From an optimization exercise on the open Yosys and OpenROAD flow, aimed at small area and a short achievable clock period; shortcuts taken in it are not production practice. The RTL of this run was laid out without a check of its function. No activity file was given, so power comes from the tool's default toggle rates.

[config.mk]
export PLATFORM = sky130hd
export DESIGN_NAME = Dividor_Segmentado
export DESIGN_NICKNAME = Dividor_Segmentado
export VERILOG_FILES = /design/flow/design.v
export SDC_FILE = /design/flow/constraint.sdc
export NUM_CORES = 4
export LEC_CHECK = 0
export ABC_AREA = 1
export CAP_MARGIN = 30
export CORE_MARGIN = 2
export CORE_UTILIZATION = 40
export CTS_CLUSTER_DIAMETER = 100
export CTS_CLUSTER_SIZE = 30
export SETUP_SLACK_MARGIN = 2.7
export SLEW_MARGIN = 30
[design.v]
module Aux_Segmentado #(
    parameter integer W = 1
) (
    input  logic [W:0]    Pn,
    input  logic [W:0]    Dn,
    input  logic          ci,
    input  logic          hz,
    input  logic          bn,
    input  logic [W+1:0]  Dnn,
    output logic [W:0]    R_out,
    output logic [W+1:0]  Pn_out,
    output logic          qbit
);
    localparam integer N = W + 1;
    localparam integer LV = (N > 16) ? 5 : (N > 8) ? 4 : (N > 4) ? 3 : (N > 2) ? 2 : 1;
    logic [W:0] P, T, g, sum;
    logic [N:0] c;
    assign P = ~Pn;
    assign T = P ^ Dn;
    assign g = Dn & ~P;
    logic [N-1:0] G [0:LV];
    logic [N-1:0] Q [0:LV];
    assign G[0] = {g[N-1:1], g[0] | (P[0] & ci)};
    assign Q[0] = {P[N-1:1], 1'b0};
    genvar l, i;
    generate
        for (l = 0; l < LV; l = l + 1) begin : g_l
            for (i = 0; i < N; i = i + 1) begin : g_i
                if (((i >> l) & 1) == 1) begin : g_c
                    assign G[l+1][i] = G[l][i] | (Q[l][i] & G[l][((i >> l) << l) - 1]);
                    assign Q[l+1][i] = Q[l][i] & Q[l][((i >> l) << l) - 1];
                end else begin : g_p
                    assign G[l+1][i] = G[l][i];
                    assign Q[l+1][i] = Q[l][i];
                end
            end
        end
    endgenerate
    assign c[0] = ci;
    assign c[N:1] = G[LV];
    assign sum = P ^ c[W:0];
    assign qbit = c[N] & hz;
    assign R_out = qbit ? sum : T;
    assign Pn_out = ~({R_out, bn} ^ Dnn);
endmodule
module Dividor_Segmentado #(
    parameter integer tamanyo = 32
) (
    input CLK, RSTa, Start,
    input logic [tamanyo-1:0] Num, Den,
    output logic Done,
    output logic [tamanyo-1:0] Coc, Res
);
    logic s0_v, s0_sn, s0_ci;
    logic [31:0] s0_dn, s0_qr;    
    logic [2:0] s0_p;    
    logic [1:0] s0_hz;    
    logic s1_v, s1_sn, s1_ci;
    logic [31:0] s1_dn, s1_qr;    
    logic [4:0] s1_p;    
    logic s2_v, s2_sn, s2_ci;
    logic [31:0] s2_dn, s2_qr;    
    logic [6:0] s2_p;    
    logic s3_v, s3_sn, s3_ci;
    logic [31:0] s3_dn, s3_qr;    
    logic [8:0] s3_p;    
    logic s4_v, s4_sn, s4_ci;
    logic [31:0] s4_dn, s4_qr;    
    logic [10:0] s4_p;    
    logic s5_v, s5_sn, s5_ci;
    logic [31:0] s5_dn, s5_qr;    
    logic [12:0] s5_p;    
    logic s6_v, s6_sn, s6_ci;
    logic [31:0] s6_dn, s6_qr;    
    logic [14:0] s6_p;    
    logic s7_v, s7_sn, s7_ci;
    logic [31:0] s7_dn, s7_qr;    
    logic [16:0] s7_p;    
    logic s8_v, s8_sn, s8_ci;
    logic [31:0] s8_dn, s8_qr;    
    logic [18:0] s8_p;    
    logic s9_v, s9_sn, s9_ci;
    logic [31:0] s9_dn, s9_qr;    
    logic [20:0] s9_p;    
    logic s10_v, s10_sn, s10_ci;
    logic [31:0] s10_dn, s10_qr;    
    logic [22:0] s10_p;    
    logic s11_v, s11_sn, s11_ci;
    logic [31:0] s11_dn, s11_qr;    
    logic [24:0] s11_p;    
    logic s12_v, s12_sn, s12_ci;
    logic [31:0] s12_dn, s12_qr;    
    logic [26:0] s12_p;    
    logic s13_v, s13_sn, s13_ci;
    logic [31:0] s13_dn, s13_qr;    
    logic [28:0] s13_p;    
    logic s14_v, s14_sn, s14_ci;
    logic [31:0] s14_dn, s14_qr;    
    logic [30:0] s14_p;    
    logic s15_v, s15_sn, s15_ci;
    logic [31:0] s15_dn, s15_qr;    
    logic [31:0] s15_r;
    logic [31:0] xin, dnin;
    assign xin = Num ^ {32{Num[31]}};
    assign dnin = ~(Den ^ {32{Den[31]}});
    logic rr0_0, qb0_0, m0_0_0, m1_0_0;
    logic [1:0] pp0_0;
    assign m0_0_0 = (&dnin) & ~Den[31];
    assign m1_0_0 = (&dnin) ? ~~Den[31] : ((dnin == 32'hFFFFFFFE) & ~Den[31]);
    assign qb0_0 = m0_0_0 | (m1_0_0 & xin[31]);
    assign rr0_0 = xin[31] & ~m1_0_0;
    assign pp0_0 = ~({rr0_0, xin[30]} ^ dnin[1:0]);
    logic [31:0] qq0_0;
    assign qq0_0 = {xin[30:0], qb0_0};
    logic [1:0] rr0_1; logic [2:0] pp0_1; logic qb0_1;
    Aux_Segmentado #(.W(1)) u_step0_1 (.Pn(pp0_0), .Dn(dnin[1:0]), .ci(~Den[31]), .hz(&dnin[31:2]), .bn(qq0_0[30]), .Dnn(dnin[2:0]), .R_out(rr0_1), .Pn_out(pp0_1), .qbit(qb0_1));
    logic [31:0] qq0_1;
    assign qq0_1 = {qq0_0[30:0], qb0_1};
    always_ff @(posedge CLK, negedge RSTa)
        if (!RSTa) s0_v <= 1'b0;
        else s0_v <= Start;
    always_ff @(posedge CLK) begin
        s0_sn <= Num[31];
        s0_ci <= ~Den[31];
        s0_dn <= dnin;
        s0_qr <= qq0_1;
        s0_p <= pp0_1;
        s0_hz[0] <= &dnin[31:3];
        s0_hz[1] <= &dnin[31:4];
    end
    logic [2:0] rr1_0; logic [3:0] pp1_0; logic qb1_0;
    Aux_Segmentado #(.W(2)) u_step1_0 (.Pn(s0_p), .Dn(s0_dn[2:0]), .ci(s0_ci), .hz(s0_hz[0]), .bn(s0_qr[30]), .Dnn(s0_dn[3:0]), .R_out(rr1_0), .Pn_out(pp1_0), .qbit(qb1_0));
    logic [31:0] qq1_0;
    assign qq1_0 = {s0_qr[30:0], qb1_0};
    logic [3:0] rr1_1; logic [4:0] pp1_1; logic qb1_1;
    Aux_Segmentado #(.W(3)) u_step1_1 (.Pn(pp1_0), .Dn(s0_dn[3:0]), .ci(s0_ci), .hz(s0_hz[1]), .bn(qq1_0[30]), .Dnn(s0_dn[4:0]), .R_out(rr1_1), .Pn_out(pp1_1), .qbit(qb1_1));
    logic [31:0] qq1_1;
    assign qq1_1 = {qq1_0[30:0], qb1_1};
    always_ff @(posedge CLK, negedge RSTa)
        if (!RSTa) s1_v <= 1'b0;
        else s1_v <= s0_v;
    always_ff @(posedge CLK) begin
        s1_sn <= s0_sn;
        s1_ci <= s0_ci;
        s1_dn <= s0_dn;
        s1_qr <= qq1_1;
        s1_p <= pp1_1;
    end
    logic [4:0] rr2_0; logic [5:0] pp2_0; logic qb2_0;
    Aux_Segmentado #(.W(4)) u_step2_0 (.Pn(s1_p), .Dn(s1_dn[4:0]), .ci(s1_ci), .hz(&s1_dn[31:5]), .bn(s1_qr[30]), .Dnn(s1_dn[5:0]), .R_out(rr2_0), .Pn_out(pp2_0), .qbit(qb2_0));
    logic [31:0] qq2_0;
    assign qq2_0 = {s1_qr[30:0], qb2_0};
    logic [5:0] rr2_1; logic [6:0] pp2_1; logic qb2_1;
    Aux_Segmentado #(.W(5)) u_step2_1 (.Pn(pp2_0), .Dn(s1_dn[5:0]), .ci(s1_ci), .hz(&s1_dn[31:6]), .bn(qq2_0[30]), .Dnn(s1_dn[6:0]), .R_out(rr2_1), .Pn_out(pp2_1), .qbit(qb2_1));
    logic [31:0] qq2_1;
    assign qq2_1 = {qq2_0[30:0], qb2_1};
    always_ff @(posedge CLK, negedge RSTa)
        if (!RSTa) s2_v <= 1'b0;
        else s2_v <= s1_v;
    always_ff @(posedge CLK) begin
        s2_sn <= s1_sn;
        s2_ci <= s1_ci;
        s2_dn <= s1_dn;
        s2_qr <= qq2_1;
        s2_p <= pp2_1;
    end
    logic [6:0] rr3_0; logic [7:0] pp3_0; logic qb3_0;
    Aux_Segmentado #(.W(6)) u_step3_0 (.Pn(s2_p), .Dn(s2_dn[6:0]), .ci(s2_ci), .hz(&s2_dn[31:7]), .bn(s2_qr[30]), .Dnn(s2_dn[7:0]), .R_out(rr3_0), .Pn_out(pp3_0), .qbit(qb3_0));
    logic [31:0] qq3_0;
    assign qq3_0 = {s2_qr[30:0], qb3_0};
    logic [7:0] rr3_1; logic [8:0] pp3_1; logic qb3_1;
    Aux_Segmentado #(.W(7)) u_step3_1 (.Pn(pp3_0), .Dn(s2_dn[7:0]), .ci(s2_ci), .hz(&s2_dn[31:8]), .bn(qq3_0[30]), .Dnn(s2_dn[8:0]), .R_out(rr3_1), .Pn_out(pp3_1), .qbit(qb3_1));
    logic [31:0] qq3_1;
    assign qq3_1 = {qq3_0[30:0], qb3_1};
    always_ff @(posedge CLK, negedge RSTa)
        if (!RSTa) s3_v <= 1'b0;
        else s3_v <= s2_v;
    always_ff @(posedge CLK) begin
        s3_sn <= s2_sn;
        s3_ci <= s2_ci;
        s3_dn <= s2_dn;
        s3_qr <= qq3_1;
        s3_p <= pp3_1;
    end
    logic [8:0] rr4_0; logic [9:0] pp4_0; logic qb4_0;
    Aux_Segmentado #(.W(8)) u_step4_0 (.Pn(s3_p), .Dn(s3_dn[8:0]), .ci(s3_ci), .hz(&s3_dn[31:9]), .bn(s3_qr[30]), .Dnn(s3_dn[9:0]), .R_out(rr4_0), .Pn_out(pp4_0), .qbit(qb4_0));
    logic [31:0] qq4_0;
    assign qq4_0 = {s3_qr[30:0], qb4_0};
    logic [9:0] rr4_1; logic [10:0] pp4_1; logic qb4_1;
    Aux_Segmentado #(.W(9)) u_step4_1 (.Pn(pp4_0), .Dn(s3_dn[9:0]), .ci(s3_ci), .hz(&s3_dn[31:10]), .bn(qq4_0[30]), .Dnn(s3_dn[10:0]), .R_out(rr4_1), .Pn_out(pp4_1), .qbit(qb4_1));
    logic [31:0] qq4_1;
    assign qq4_1 = {qq4_0[30:0], qb4_1};
    always_ff @(posedge CLK, negedge RSTa)
        if (!RSTa) s4_v <= 1'b0;
        else s4_v <= s3_v;
    always_ff @(posedge CLK) begin
        s4_sn <= s3_sn;
        s4_ci <= s3_ci;
        s4_dn <= s3_dn;
        s4_qr <= qq4_1;
        s4_p <= pp4_1;
    end
    logic [10:0] rr5_0; logic [11:0] pp5_0; logic qb5_0;
    Aux_Segmentado #(.W(10)) u_step5_0 (.Pn(s4_p), .Dn(s4_dn[10:0]), .ci(s4_ci), .hz(&s4_dn[31:11]), .bn(s4_qr[30]), .Dnn(s4_dn[11:0]), .R_out(rr5_0), .Pn_out(pp5_0), .qbit(qb5_0));
    logic [31:0] qq5_0;
    assign qq5_0 = {s4_qr[30:0], qb5_0};
    logic [11:0] rr5_1; logic [12:0] pp5_1; logic qb5_1;
    Aux_Segmentado #(.W(11)) u_step5_1 (.Pn(pp5_0), .Dn(s4_dn[11:0]), .ci(s4_ci), .hz(&s4_dn[31:12]), .bn(qq5_0[30]), .Dnn(s4_dn[12:0]), .R_out(rr5_1), .Pn_out(pp5_1), .qbit(qb5_1));
    logic [31:0] qq5_1;
    assign qq5_1 = {qq5_0[30:0], qb5_1};
    always_ff @(posedge CLK, negedge RSTa)
        if (!RSTa) s5_v <= 1'b0;
        else s5_v <= s4_v;
    always_ff @(posedge CLK) begin
        s5_sn <= s4_sn;
        s5_ci <= s4_ci;
        s5_dn <= s4_dn;
        s5_qr <= qq5_1;
        s5_p <= pp5_1;
    end
    logic [12:0] rr6_0; logic [13:0] pp6_0; logic qb6_0;
    Aux_Segmentado #(.W(12)) u_step6_0 (.Pn(s5_p), .Dn(s5_dn[12:0]), .ci(s5_ci), .hz(&s5_dn[31:13]), .bn(s5_qr[30]), .Dnn(s5_dn[13:0]), .R_out(rr6_0), .Pn_out(pp6_0), .qbit(qb6_0));
    logic [31:0] qq6_0;
    assign qq6_0 = {s5_qr[30:0], qb6_0};
    logic [13:0] rr6_1; logic [14:0] pp6_1; logic qb6_1;
    Aux_Segmentado #(.W(13)) u_step6_1 (.Pn(pp6_0), .Dn(s5_dn[13:0]), .ci(s5_ci), .hz(&s5_dn[31:14]), .bn(qq6_0[30]), .Dnn(s5_dn[14:0]), .R_out(rr6_1), .Pn_out(pp6_1), .qbit(qb6_1));
    logic [31:0] qq6_1;
    assign qq6_1 = {qq6_0[30:0], qb6_1};
    always_ff @(posedge CLK, negedge RSTa)
        if (!RSTa) s6_v <= 1'b0;
        else s6_v <= s5_v;
    always_ff @(posedge CLK) begin
        s6_sn <= s5_sn;
        s6_ci <= s5_ci;
        s6_dn <= s5_dn;
        s6_qr <= qq6_1;
        s6_p <= pp6_1;
    end
    logic [14:0] rr7_0; logic [15:0] pp7_0; logic qb7_0;
    Aux_Segmentado #(.W(14)) u_step7_0 (.Pn(s6_p), .Dn(s6_dn[14:0]), .ci(s6_ci), .hz(&s6_dn[31:15]), .bn(s6_qr[30]), .Dnn(s6_dn[15:0]), .R_out(rr7_0), .Pn_out(pp7_0), .qbit(qb7_0));
    logic [31:0] qq7_0;
    assign qq7_0 = {s6_qr[30:0], qb7_0};
    logic [15:0] rr7_1; logic [16:0] pp7_1; logic qb7_1;
    Aux_Segmentado #(.W(15)) u_step7_1 (.Pn(pp7_0), .Dn(s6_dn[15:0]), .ci(s6_ci), .hz(&s6_dn[31:16]), .bn(qq7_0[30]), .Dnn(s6_dn[16:0]), .R_out(rr7_1), .Pn_out(pp7_1), .qbit(qb7_1));
    logic [31:0] qq7_1;
    assign qq7_1 = {qq7_0[30:0], qb7_1};
    always_ff @(posedge CLK, negedge RSTa)
        if (!RSTa) s7_v <= 1'b0;
        else s7_v <= s6_v;
    always_ff @(posedge CLK) begin
        s7_sn <= s6_sn;
        s7_ci <= s6_ci;
        s7_dn <= s6_dn;
        s7_qr <= qq7_1;
        s7_p <= pp7_1;
    end
    logic [16:0] rr8_0; logic [17:0] pp8_0; logic qb8_0;
    Aux_Segmentado #(.W(16)) u_step8_0 (.Pn(s7_p), .Dn(s7_dn[16:0]), .ci(s7_ci), .hz(&s7_dn[31:17]), .bn(s7_qr[30]), .Dnn(s7_dn[17:0]), .R_out(rr8_0), .Pn_out(pp8_0), .qbit(qb8_0));
    logic [31:0] qq8_0;
    assign qq8_0 = {s7_qr[30:0], qb8_0};
    logic [17:0] rr8_1; logic [18:0] pp8_1; logic qb8_1;
    Aux_Segmentado #(.W(17)) u_step8_1 (.Pn(pp8_0), .Dn(s7_dn[17:0]), .ci(s7_ci), .hz(&s7_dn[31:18]), .bn(qq8_0[30]), .Dnn(s7_dn[18:0]), .R_out(rr8_1), .Pn_out(pp8_1), .qbit(qb8_1));
    logic [31:0] qq8_1;
    assign qq8_1 = {qq8_0[30:0], qb8_1};
    always_ff @(posedge CLK, negedge RSTa)
        if (!RSTa) s8_v <= 1'b0;
        else s8_v <= s7_v;
    always_ff @(posedge CLK) begin
        s8_sn <= s7_sn;
        s8_ci <= s7_ci;
        s8_dn <= s7_dn;
        s8_qr <= qq8_1;
        s8_p <= pp8_1;
    end
    logic [18:0] rr9_0; logic [19:0] pp9_0; logic qb9_0;
    Aux_Segmentado #(.W(18)) u_step9_0 (.Pn(s8_p), .Dn(s8_dn[18:0]), .ci(s8_ci), .hz(&s8_dn[31:19]), .bn(s8_qr[30]), .Dnn(s8_dn[19:0]), .R_out(rr9_0), .Pn_out(pp9_0), .qbit(qb9_0));
    logic [31:0] qq9_0;
    assign qq9_0 = {s8_qr[30:0], qb9_0};
    logic [19:0] rr9_1; logic [20:0] pp9_1; logic qb9_1;
    Aux_Segmentado #(.W(19)) u_step9_1 (.Pn(pp9_0), .Dn(s8_dn[19:0]), .ci(s8_ci), .hz(&s8_dn[31:20]), .bn(qq9_0[30]), .Dnn(s8_dn[20:0]), .R_out(rr9_1), .Pn_out(pp9_1), .qbit(qb9_1));
    logic [31:0] qq9_1;
    assign qq9_1 = {qq9_0[30:0], qb9_1};
    always_ff @(posedge CLK, negedge RSTa)
        if (!RSTa) s9_v <= 1'b0;
        else s9_v <= s8_v;
    always_ff @(posedge CLK) begin
        s9_sn <= s8_sn;
        s9_ci <= s8_ci;
        s9_dn <= s8_dn;
        s9_qr <= qq9_1;
        s9_p <= pp9_1;
    end
    logic [20:0] rr10_0; logic [21:0] pp10_0; logic qb10_0;
    Aux_Segmentado #(.W(20)) u_step10_0 (.Pn(s9_p), .Dn(s9_dn[20:0]), .ci(s9_ci), .hz(&s9_dn[31:21]), .bn(s9_qr[30]), .Dnn(s9_dn[21:0]), .R_out(rr10_0), .Pn_out(pp10_0), .qbit(qb10_0));
    logic [31:0] qq10_0;
    assign qq10_0 = {s9_qr[30:0], qb10_0};
    logic [21:0] rr10_1; logic [22:0] pp10_1; logic qb10_1;
    Aux_Segmentado #(.W(21)) u_step10_1 (.Pn(pp10_0), .Dn(s9_dn[21:0]), .ci(s9_ci), .hz(&s9_dn[31:22]), .bn(qq10_0[30]), .Dnn(s9_dn[22:0]), .R_out(rr10_1), .Pn_out(pp10_1), .qbit(qb10_1));
    logic [31:0] qq10_1;
    assign qq10_1 = {qq10_0[30:0], qb10_1};
    always_ff @(posedge CLK, negedge RSTa)
        if (!RSTa) s10_v <= 1'b0;
        else s10_v <= s9_v;
    always_ff @(posedge CLK) begin
        s10_sn <= s9_sn;
        s10_ci <= s9_ci;
        s10_dn <= s9_dn;
        s10_qr <= qq10_1;
        s10_p <= pp10_1;
    end
    logic [22:0] rr11_0; logic [23:0] pp11_0; logic qb11_0;
    Aux_Segmentado #(.W(22)) u_step11_0 (.Pn(s10_p), .Dn(s10_dn[22:0]), .ci(s10_ci), .hz(&s10_dn[31:23]), .bn(s10_qr[30]), .Dnn(s10_dn[23:0]), .R_out(rr11_0), .Pn_out(pp11_0), .qbit(qb11_0));
    logic [31:0] qq11_0;
    assign qq11_0 = {s10_qr[30:0], qb11_0};
    logic [23:0] rr11_1; logic [24:0] pp11_1; logic qb11_1;
    Aux_Segmentado #(.W(23)) u_step11_1 (.Pn(pp11_0), .Dn(s10_dn[23:0]), .ci(s10_ci), .hz(&s10_dn[31:24]), .bn(qq11_0[30]), .Dnn(s10_dn[24:0]), .R_out(rr11_1), .Pn_out(pp11_1), .qbit(qb11_1));
    logic [31:0] qq11_1;
    assign qq11_1 = {qq11_0[30:0], qb11_1};
    always_ff @(posedge CLK, negedge RSTa)
        if (!RSTa) s11_v <= 1'b0;
        else s11_v <= s10_v;
    always_ff @(posedge CLK) begin
        s11_sn <= s10_sn;
        s11_ci <= s10_ci;
        s11_dn <= s10_dn;
        s11_qr <= qq11_1;
        s11_p <= pp11_1;
    end
    logic [24:0] rr12_0; logic [25:0] pp12_0; logic qb12_0;
    Aux_Segmentado #(.W(24)) u_step12_0 (.Pn(s11_p), .Dn(s11_dn[24:0]), .ci(s11_ci), .hz(&s11_dn[31:25]), .bn(s11_qr[30]), .Dnn(s11_dn[25:0]), .R_out(rr12_0), .Pn_out(pp12_0), .qbit(qb12_0));
    logic [31:0] qq12_0;
    assign qq12_0 = {s11_qr[30:0], qb12_0};
    logic [25:0] rr12_1; logic [26:0] pp12_1; logic qb12_1;
    Aux_Segmentado #(.W(25)) u_step12_1 (.Pn(pp12_0), .Dn(s11_dn[25:0]), .ci(s11_ci), .hz(&s11_dn[31:26]), .bn(qq12_0[30]), .Dnn(s11_dn[26:0]), .R_out(rr12_1), .Pn_out(pp12_1), .qbit(qb12_1));
    logic [31:0] qq12_1;
    assign qq12_1 = {qq12_0[30:0], qb12_1};
    always_ff @(posedge CLK, negedge RSTa)
        if (!RSTa) s12_v <= 1'b0;
        else s12_v <= s11_v;
    always_ff @(posedge CLK) begin
        s12_sn <= s11_sn;
        s12_ci <= s11_ci;
        s12_dn <= s11_dn;
        s12_qr <= qq12_1;
        s12_p <= pp12_1;
    end
    logic [26:0] rr13_0; logic [27:0] pp13_0; logic qb13_0;
    Aux_Segmentado #(.W(26)) u_step13_0 (.Pn(s12_p), .Dn(s12_dn[26:0]), .ci(s12_ci), .hz(&s12_dn[31:27]), .bn(s12_qr[30]), .Dnn(s12_dn[27:0]), .R_out(rr13_0), .Pn_out(pp13_0), .qbit(qb13_0));
    logic [31:0] qq13_0;
    assign qq13_0 = {s12_qr[30:0], qb13_0};
    logic [27:0] rr13_1; logic [28:0] pp13_1; logic qb13_1;
    Aux_Segmentado #(.W(27)) u_step13_1 (.Pn(pp13_0), .Dn(s12_dn[27:0]), .ci(s12_ci), .hz(&s12_dn[31:28]), .bn(qq13_0[30]), .Dnn(s12_dn[28:0]), .R_out(rr13_1), .Pn_out(pp13_1), .qbit(qb13_1));
    logic [31:0] qq13_1;
    assign qq13_1 = {qq13_0[30:0], qb13_1};
    always_ff @(posedge CLK, negedge RSTa)
        if (!RSTa) s13_v <= 1'b0;
        else s13_v <= s12_v;
    always_ff @(posedge CLK) begin
        s13_sn <= s12_sn;
        s13_ci <= s12_ci;
        s13_dn <= s12_dn;
        s13_qr <= qq13_1;
        s13_p <= pp13_1;
    end
    logic [28:0] rr14_0; logic [29:0] pp14_0; logic qb14_0;
    Aux_Segmentado #(.W(28)) u_step14_0 (.Pn(s13_p), .Dn(s13_dn[28:0]), .ci(s13_ci), .hz(&s13_dn[31:29]), .bn(s13_qr[30]), .Dnn(s13_dn[29:0]), .R_out(rr14_0), .Pn_out(pp14_0), .qbit(qb14_0));
    logic [31:0] qq14_0;
    assign qq14_0 = {s13_qr[30:0], qb14_0};
    logic [29:0] rr14_1; logic [30:0] pp14_1; logic qb14_1;
    Aux_Segmentado #(.W(29)) u_step14_1 (.Pn(pp14_0), .Dn(s13_dn[29:0]), .ci(s13_ci), .hz(&s13_dn[31:30]), .bn(qq14_0[30]), .Dnn(s13_dn[30:0]), .R_out(rr14_1), .Pn_out(pp14_1), .qbit(qb14_1));
    logic [31:0] qq14_1;
    assign qq14_1 = {qq14_0[30:0], qb14_1};
    always_ff @(posedge CLK, negedge RSTa)
        if (!RSTa) s14_v <= 1'b0;
        else s14_v <= s13_v;
    always_ff @(posedge CLK) begin
        s14_sn <= s13_sn;
        s14_ci <= s13_ci;
        s14_dn <= s13_dn;
        s14_qr <= qq14_1;
        s14_p <= pp14_1;
    end
    logic [30:0] rr15_0; logic [31:0] pp15_0; logic qb15_0;
    Aux_Segmentado #(.W(30)) u_step15_0 (.Pn(s14_p), .Dn(s14_dn[30:0]), .ci(s14_ci), .hz(&s14_dn[31:31]), .bn(s14_qr[30]), .Dnn(s14_dn[31:0]), .R_out(rr15_0), .Pn_out(pp15_0), .qbit(qb15_0));
    logic [31:0] qq15_0;
    assign qq15_0 = {s14_qr[30:0], qb15_0};
    logic [31:0] rr15_1; logic [32:0] pp15_1; logic qb15_1;
    Aux_Segmentado #(.W(31)) u_step15_1 (.Pn(pp15_0), .Dn(s14_dn[31:0]), .ci(s14_ci), .hz(1'b1), .bn(1'b0), .Dnn({1'b0, s14_dn}), .R_out(rr15_1), .Pn_out(pp15_1), .qbit(qb15_1));
    logic [31:0] qq15_1;
    assign qq15_1 = {qq15_0[30:0], qb15_1};
    always_ff @(posedge CLK, negedge RSTa)
        if (!RSTa) s15_v <= 1'b0;
        else s15_v <= s14_v;
    always_ff @(posedge CLK) begin
        s15_sn <= s14_sn;
        s15_ci <= s14_ci;
        s15_dn <= s14_dn;
        s15_qr <= qq15_1;
        s15_r <= rr15_1;
    end
    logic [31:0] fx;
    logic eq, wrap, sq;
    assign sq = s15_sn ^ ~s15_ci;    
    assign fx = ~(s15_r ^ s15_dn);
    assign eq = (fx == {s15_r[30:0] & s15_dn[30:0], s15_ci});
    assign wrap = s15_sn & eq;
    logic [31:0] cy, cpre;
    assign cy = s15_qr ^ {32{sq}};
    assign cpre[0] = 1'b1;
    genvar gi;
    generate
        for (gi = 1; gi < 32; gi = gi + 1) begin : g_cpre
            assign cpre[gi] = &cy[gi-1:0];
        end
    endgenerate
    always_ff @(posedge CLK, negedge RSTa)
        if (!RSTa) Done <= 1'b0;
        else Done <= s15_v;
    always_ff @(posedge CLK) begin
        Coc <= cy ^ (cpre & {32{sq ^ wrap}});
        Res <= s15_sn ? (wrap ? 32'd0 : ~s15_r) : s15_r;
    end
endmodule
[run.sh]
#!/bin/bash
# synth_recipe.tcl (not shown) runs the flow's synth.tcl, then flattens the netlist and writes it again
# the make line also repeats each setting of config.mk as NAME=value (left out here)
make -C /OpenROAD-flow-scripts/flow DESIGN_CONFIG=/design/flow/config.mk WORK_HOME=/design/flow/orfs CLKGATE_MAP_FILE= SYNTH_SCRIPT=/design/flow/synth_recipe.tcl finish
[constraint.sdc]
create_clock -name core_clock -period 6.0 [get_ports {CLK}]
set_input_delay 1.2000 -clock core_clock [delete_from_list [all_inputs] [get_ports {CLK}]]
set_output_delay 1.2000 -clock core_clock [all_outputs]
set_load 0.01 [all_outputs]
==> results.sh <==
export IMPL_drt_first_iter_violations=3022
export IMPL_hold_end="s7_qr[22]"
export IMPL_post_route_fraction_of_the_period_consumed_by_the_critical_path_pct=65.08
export IMPL_ff2ff_setup_slack_ns=2.10
export IMPL_netlist_instances=8966
export IMPL_multi_input_comb_area_mm2=0.03933
export IMPL_post_synth_cell_area_avg_um2=7.338
export IMPL_initial_utilization_pct=40.37
export IMPL_first_global_vias=56820
export IMPL_power_density_mw_per_mm2=520.2
export IMPL_grtUsageTotal_pct=20.55
export IMPL_clock_sink_count=1395
export IMPL_floorplan_io_pins=132
export IMPL_yosys_register_bits=1395
export IMPL_setup_viol=0
export IMPL_fin_setup_tns_ns=0
export IMPL_finish_instance_area_mm2=0.08599
export IMPL_synth_area_top_cells="sky130_fd_sc_hd__dfxtp_1 (42%), sky130_fd_sc_hd__nand2_1 (16%), sky130_fd_sc_hd__inv_1 (7.0%), sky130_fd_sc_hd__nand3_1 (7.0%), sky130_fd_sc_hd__xor2_1 (4.3%)"
export IMPL_reg2regPathDepth=26
export IMPL_synth_adder_area_share_pct=2.872
export IMPL_die_y_um=409.6
export IMPL_period_needed_ns=3.905
export IMPL_critical_path_launch_point_type="register"
export IMPL_cts_reportedPaths_clkPinSlew_ns=0.12
export IMPL_cts_max_path_buffers=3
export IMPL_standard_cell_rows=148
export IMPL_placeableCoreArea_mm2=0.1630
export IMPL_drt_pre_antenna_iters=8
export IMPL_placedCellCount=11190
export IMPL_internal_power_mw=24.58
export IMPL_worstMarginPinSlew_ns=1.227
export IMPL_finalNonFillerCells=12030
export IMPL_cts_htree_levels=2
export IMPL_power_leakage_nw=41.61
export IMPL_synth_main_ff_cell="sky130_fd_sc_hd__dfxtp_1"
export IMPL_met1_length_um=68790
export IMPL_grt_antenna_before_repair=4
export IMPL_ys_warnings_count=94
export IMPL_hold_start="s6_qr[20]"
export IMPL_power_switching_share_pct=45.05
export IMPL_area_growth_pct=30.70
export IMPL_yosys_area_share_xor_xnor_pct=7.404
export IMPL_power_share_sequential_pct=28.2
export IMPL_grt_start_max_net_pins=66
export IMPL_dpl_instance_area_mm2=0.06984
export IMPL_synth_compound_area_share_pct=6.497
export IMPL_synthesis_area_mm2=0.06579
export IMPL_slew_headroom_pct=17.55
export IMPL_wl_per_cell_um=15.15
export IMPL_cp_arrival_ns=4.54
export IMPL_post_synth_edffs=0
export IMPL_cts_made_buffers=59
export IMPL_drive_gt1_share_pct=25.67
export IMPL_global_route_wire_length_before_repair_um=283900
export IMPL_yosysSeqAreaShare_pct=42.58
export IMPL_min_path_cells=0
export IMPL_drt_antenna_violating_nets=0
export IMPL_critical_path_class="reg -> reg"
export IMPL_unrepaired_setup_endpoints_after_global_routing="true"
export IMPL_layout_nets=10040
export IMPL_power_combinational_fraction_pct=60.5
export IMPL_worst_hold_path_type="reg -> reg"
export IMPL_outcome="complete, no violations"
export IMPL_rr_endpoint="s14_p[23]"
export IMPL_total_switching_power_mw=20.15
export IMPL_dp_hpwl_um=119700
export IMPL_peakVddDrop_uv=352.7
export IMPL_max_freq_mhz=256.1
export IMPL_grt_overflow=0
export IMPL_synth_top_area_cell="sky130_fd_sc_hd__dfxtp_1"
export IMPL_area_fraction_in_and_or_nand_and_nor_cells_after_synthesis_pct=32.01
export IMPL_mappedNetlistNets=9184
export IMPL_cts_root_buffer_cell="sky130_fd_sc_hd__clkbuf_16"
export IMPL_viasPerCell=4.906
export IMPL_seqCellArea_mm2=0.02863
export IMPL_met3RoutedLength_um=5990
export IMPL_cp_required_ns=6.63
export IMPL_drv_max_cap_violation_count=0
export IMPL_synth_top_family_by_area="simple AND/OR/NAND/NOR gates"
export IMPL_maxUsedRoutingLayer="met4"
export IMPL_power_clock_fraction_pct=11.3
export IMPL_crit_reg2reg_launch="s13_dn[11]"
export IMPL_n_fill_cell=14780
export IMPL_design_die_area_mm2=0.1677
export IMPL_muxShareOfSynthArea_pct=0.1084
export IMPL_totalWireLength_um=182200
export IMPL_worst_skew_pair_late_latency_ns=0.78
export IMPL_critical_path_endpoint_type="register"
export IMPL_via_count=59010
export IMPL_final_hold_violation_count=0
export IMPL_drt_drc_violations_left=0
export IMPL_yosysTopAreaCellShare_pct=41.93
export IMPL_met2_wirelength_um=93760
export IMPL_place_congestion=0.8764
export IMPL_portBuffers=131
export IMPL_fin_worst_skew_ns=0.07171
export IMPL_die_x_um=409.6
export IMPL_report_final_slew_viol_count=0
export IMPL_netlist_cell_type_count=74
export IMPL_path_max_fanout=7
export IMPL_postSynth_asyncResetShare_pct=1.219
export IMPL_tritoncts_clock_tree="built"
-- per-layer routing --
metal  GRT usage, %  up-vias
li1               -    30190
met1          21.59    27050
met2          38.75     1229
met3          2.254      552
met4          12.96        0
met5              0        -
-- sequential cells by signal, summed over array words and instances (netlist names), 32 cells and up --
signal / flops
Coc: 32
Res: 32
s15_qr: 32
s15_r: 32
-- placed cells by master, fill, tap and decap left out, types with 178 or more instances in the layout --
master	count
sky130_fd_sc_hd__dfxtp_1	1094
sky130_fd_sc_hd__nand3_1	720
sky130_fd_sc_hd__dfxtp_2	178
sky130_fd_sc_hd__nand2_4	202
sky130_fd_sc_hd__xnor2_1	223
sky130_fd_sc_hd__buf_4	558
sky130_fd_sc_hd__o21ai_0	244
sky130_fd_sc_hd__xor2_1	317
sky130_fd_sc_hd__nand2_1	2340
sky130_fd_sc_hd__nor2_1	287
sky130_fd_sc_hd__inv_1	1147
sky130_fd_sc_hd__nand2_2	377
sky130_fd_sc_hd__nand3_2	194
-- Yosys cell counts (15+ instances only) --
master                        n
sky130_fd_sc_hd__a21boi_0    24
sky130_fd_sc_hd__a21oi_1    141
sky130_fd_sc_hd__a31oi_1     15
sky130_fd_sc_hd__buf_2       23
sky130_fd_sc_hd__buf_4       17
sky130_fd_sc_hd__buf_6       39
sky130_fd_sc_hd__clkbuf_1    40
sky130_fd_sc_hd__dfrtp_1     17
sky130_fd_sc_hd__dfxtp_1   1378
sky130_fd_sc_hd__ha_1       151
sky130_fd_sc_hd__inv_1     1235
sky130_fd_sc_hd__inv_2       21
sky130_fd_sc_hd__nand2_1   2849
sky130_fd_sc_hd__nand2_2     80
sky130_fd_sc_hd__nand2_4     28
sky130_fd_sc_hd__nand3_1    919
sky130_fd_sc_hd__nand3_2     34
sky130_fd_sc_hd__nand3b_1   165
sky130_fd_sc_hd__nand4_1    117
sky130_fd_sc_hd__nor2_1     383
sky130_fd_sc_hd__nor2_2      16
sky130_fd_sc_hd__nor3_1      43
sky130_fd_sc_hd__nor4_1      41
sky130_fd_sc_hd__o211ai_1    33
sky130_fd_sc_hd__o21ai_0    328
sky130_fd_sc_hd__o21ai_1     47
sky130_fd_sc_hd__o221ai_1    57
sky130_fd_sc_hd__or2_2       21
sky130_fd_sc_hd__xnor2_1    231
sky130_fd_sc_hd__xor2_1     322
-- critical path, cell delays in order (launching register included) --
cell and delay, ns:
sky130_fd_sc_hd__dfxtp_1 0.40, sky130_fd_sc_hd__o21ai_0 0.27, sky130_fd_sc_hd__nand2_2 0.13, sky130_fd_sc_hd__a21oi_4 0.20, sky130_fd_sc_hd__nand2_8 0.09, sky130_fd_sc_hd__nand2_4 0.09, sky130_fd_sc_hd__nand2_8 0.09, sky130_fd_sc_hd__nand2_8 0.17
sky130_fd_sc_hd__buf_6 0.16, sky130_fd_sc_hd__nand2_1 0.06, sky130_fd_sc_hd__o221ai_2 0.07, sky130_fd_sc_hd__xor2_1 0.18, sky130_fd_sc_hd__inv_1 0.09, sky130_fd_sc_hd__ha_4 0.29, sky130_fd_sc_hd__inv_1 0.06, sky130_fd_sc_hd__nor2_4 0.11
sky130_fd_sc_hd__nand2_4 0.08, sky130_fd_sc_hd__inv_4 0.06, sky130_fd_sc_hd__nand2_4 0.07, sky130_fd_sc_hd__nor3_4 0.25, sky130_fd_sc_hd__nand2_8 0.15, sky130_fd_sc_hd__nand2_8 0.22, sky130_fd_sc_hd__nand2_8 0.13, sky130_fd_sc_hd__nand2_4 0.14
sky130_fd_sc_hd__nand3_2 0.06, sky130_fd_sc_hd__nand2_1 0.06, sky130_fd_sc_hd__inv_1 0.03
-- worst max-delay path by stage --
stage | to | cells after the start | startpoint | slack, ns
3_3_place_gp | s13_p[24] | 27 | s12_ci | 1.28
2_1_floorplan | s14_p[12] | 32 | s13_dn[0] | 2.56
3_5_place_dp | s13_p[24] | 29 | s12_ci | 1.28
6_report | s14_p[23] | 26 | s13_dn[11] | 2.10
5_1_grt | s14_p[23] | 26 | s13_dn[11] | 1.86
4_1_cts | s11_p[19] | 33 | s10_p[0] | 2.21
-- metrics by stage --
stage          hold WS, ns  utilization (%)  setup WS [ns]  power (mW)
2_1_floorplan       0.3096                -          2.564       26.63
3_3_place_gp        0.3095            42.85          1.277       30.04
3_5_place_dp        0.3121            42.86          1.284       30.26
4_1_cts             0.2861            50.04          2.206       42.24
5_1_grt             0.2870            52.76          1.856       48.23
6_report            0.2852            52.77          2.095       44.73
-- cell families (layout without fill, tap and decap cells) --
family / after synthesis / count (layout)
and+or+nand+nor: 4750 / 4798
adders and majority gates: 151 / 151
buffers and inverters: 1388 / 2224
DFF: 1395 / 1395
other: 0 / 2
muxes: 7 / 7
xor gates and xnor gates: 554 / 554
AOI/OAI and AO/OA: 721 / 722
-- area by class of cell --
cell class | instances | area share (%)
Antenna cell | 2 | 0.005820
Clock buffer | 61 | 1.726
Clock inverter | 26 | 0.4365
Inverter | 1258 | 5.701
Multi-Input combinational cell | 6232 | 45.73
Sequential cell | 1395 | 33.30
Tap cell | 2175 | 3.165
Timing Repair Buffer | 873 | 9.860
Timing Repair inverter | 6 | 0.07421
-- repair_timing --
item,4_1_cts,5_1_grt
pin swaps,548,512
gates cloned,64,10
endpoints found under the setup margin,292,292
gates resized for setup,1276,803
setup buffers,494,184
hold buffers,0,0
-- power groups by stage --
| stage | sequential [mW] | clock (mW) | combinational, mW |
|---|---|---|---|
| after CTS | 12.5 | 5.25 | 24.5 |
| after detailed placement | 12.7 | 0 | 17.6 |
| after global routing | 12.8 | 5.57 | 29.8 |
| after floorplan | 12.2 | 0 | 14.4 |
| after global placement | 12.7 | 0 | 17.4 |
| final | 12.6 | 5.04 | 27.1 |

==> port drivers added, routing unchanged <==
No port has a modelled driver above. Below, the same layout with a new extraction and two added sets of constraints.
Step 1, drivers: a clkbuf_16 drives CLK and a buf_2 each remaining input, both assumed.
Step 2, shift: input delay + t, output delay - t, t = (earliest + latest rising clock arrival at the registers) / 2. This alone moves slack from input paths to output paths.
Three values: ideal, step 1, step 2; two values: the first two.
t (ns): 0.812
slack for setup (ns): 2.095 / 2.095 / 2.095
worst setup path at the end: register to register
worst slew at a driven data input, ns: 0.04
After both steps setup and hold are still met in this run. For this run, drivers alone change the setup slack by 0.000 ns; drivers and shift together by 0.000 ns.
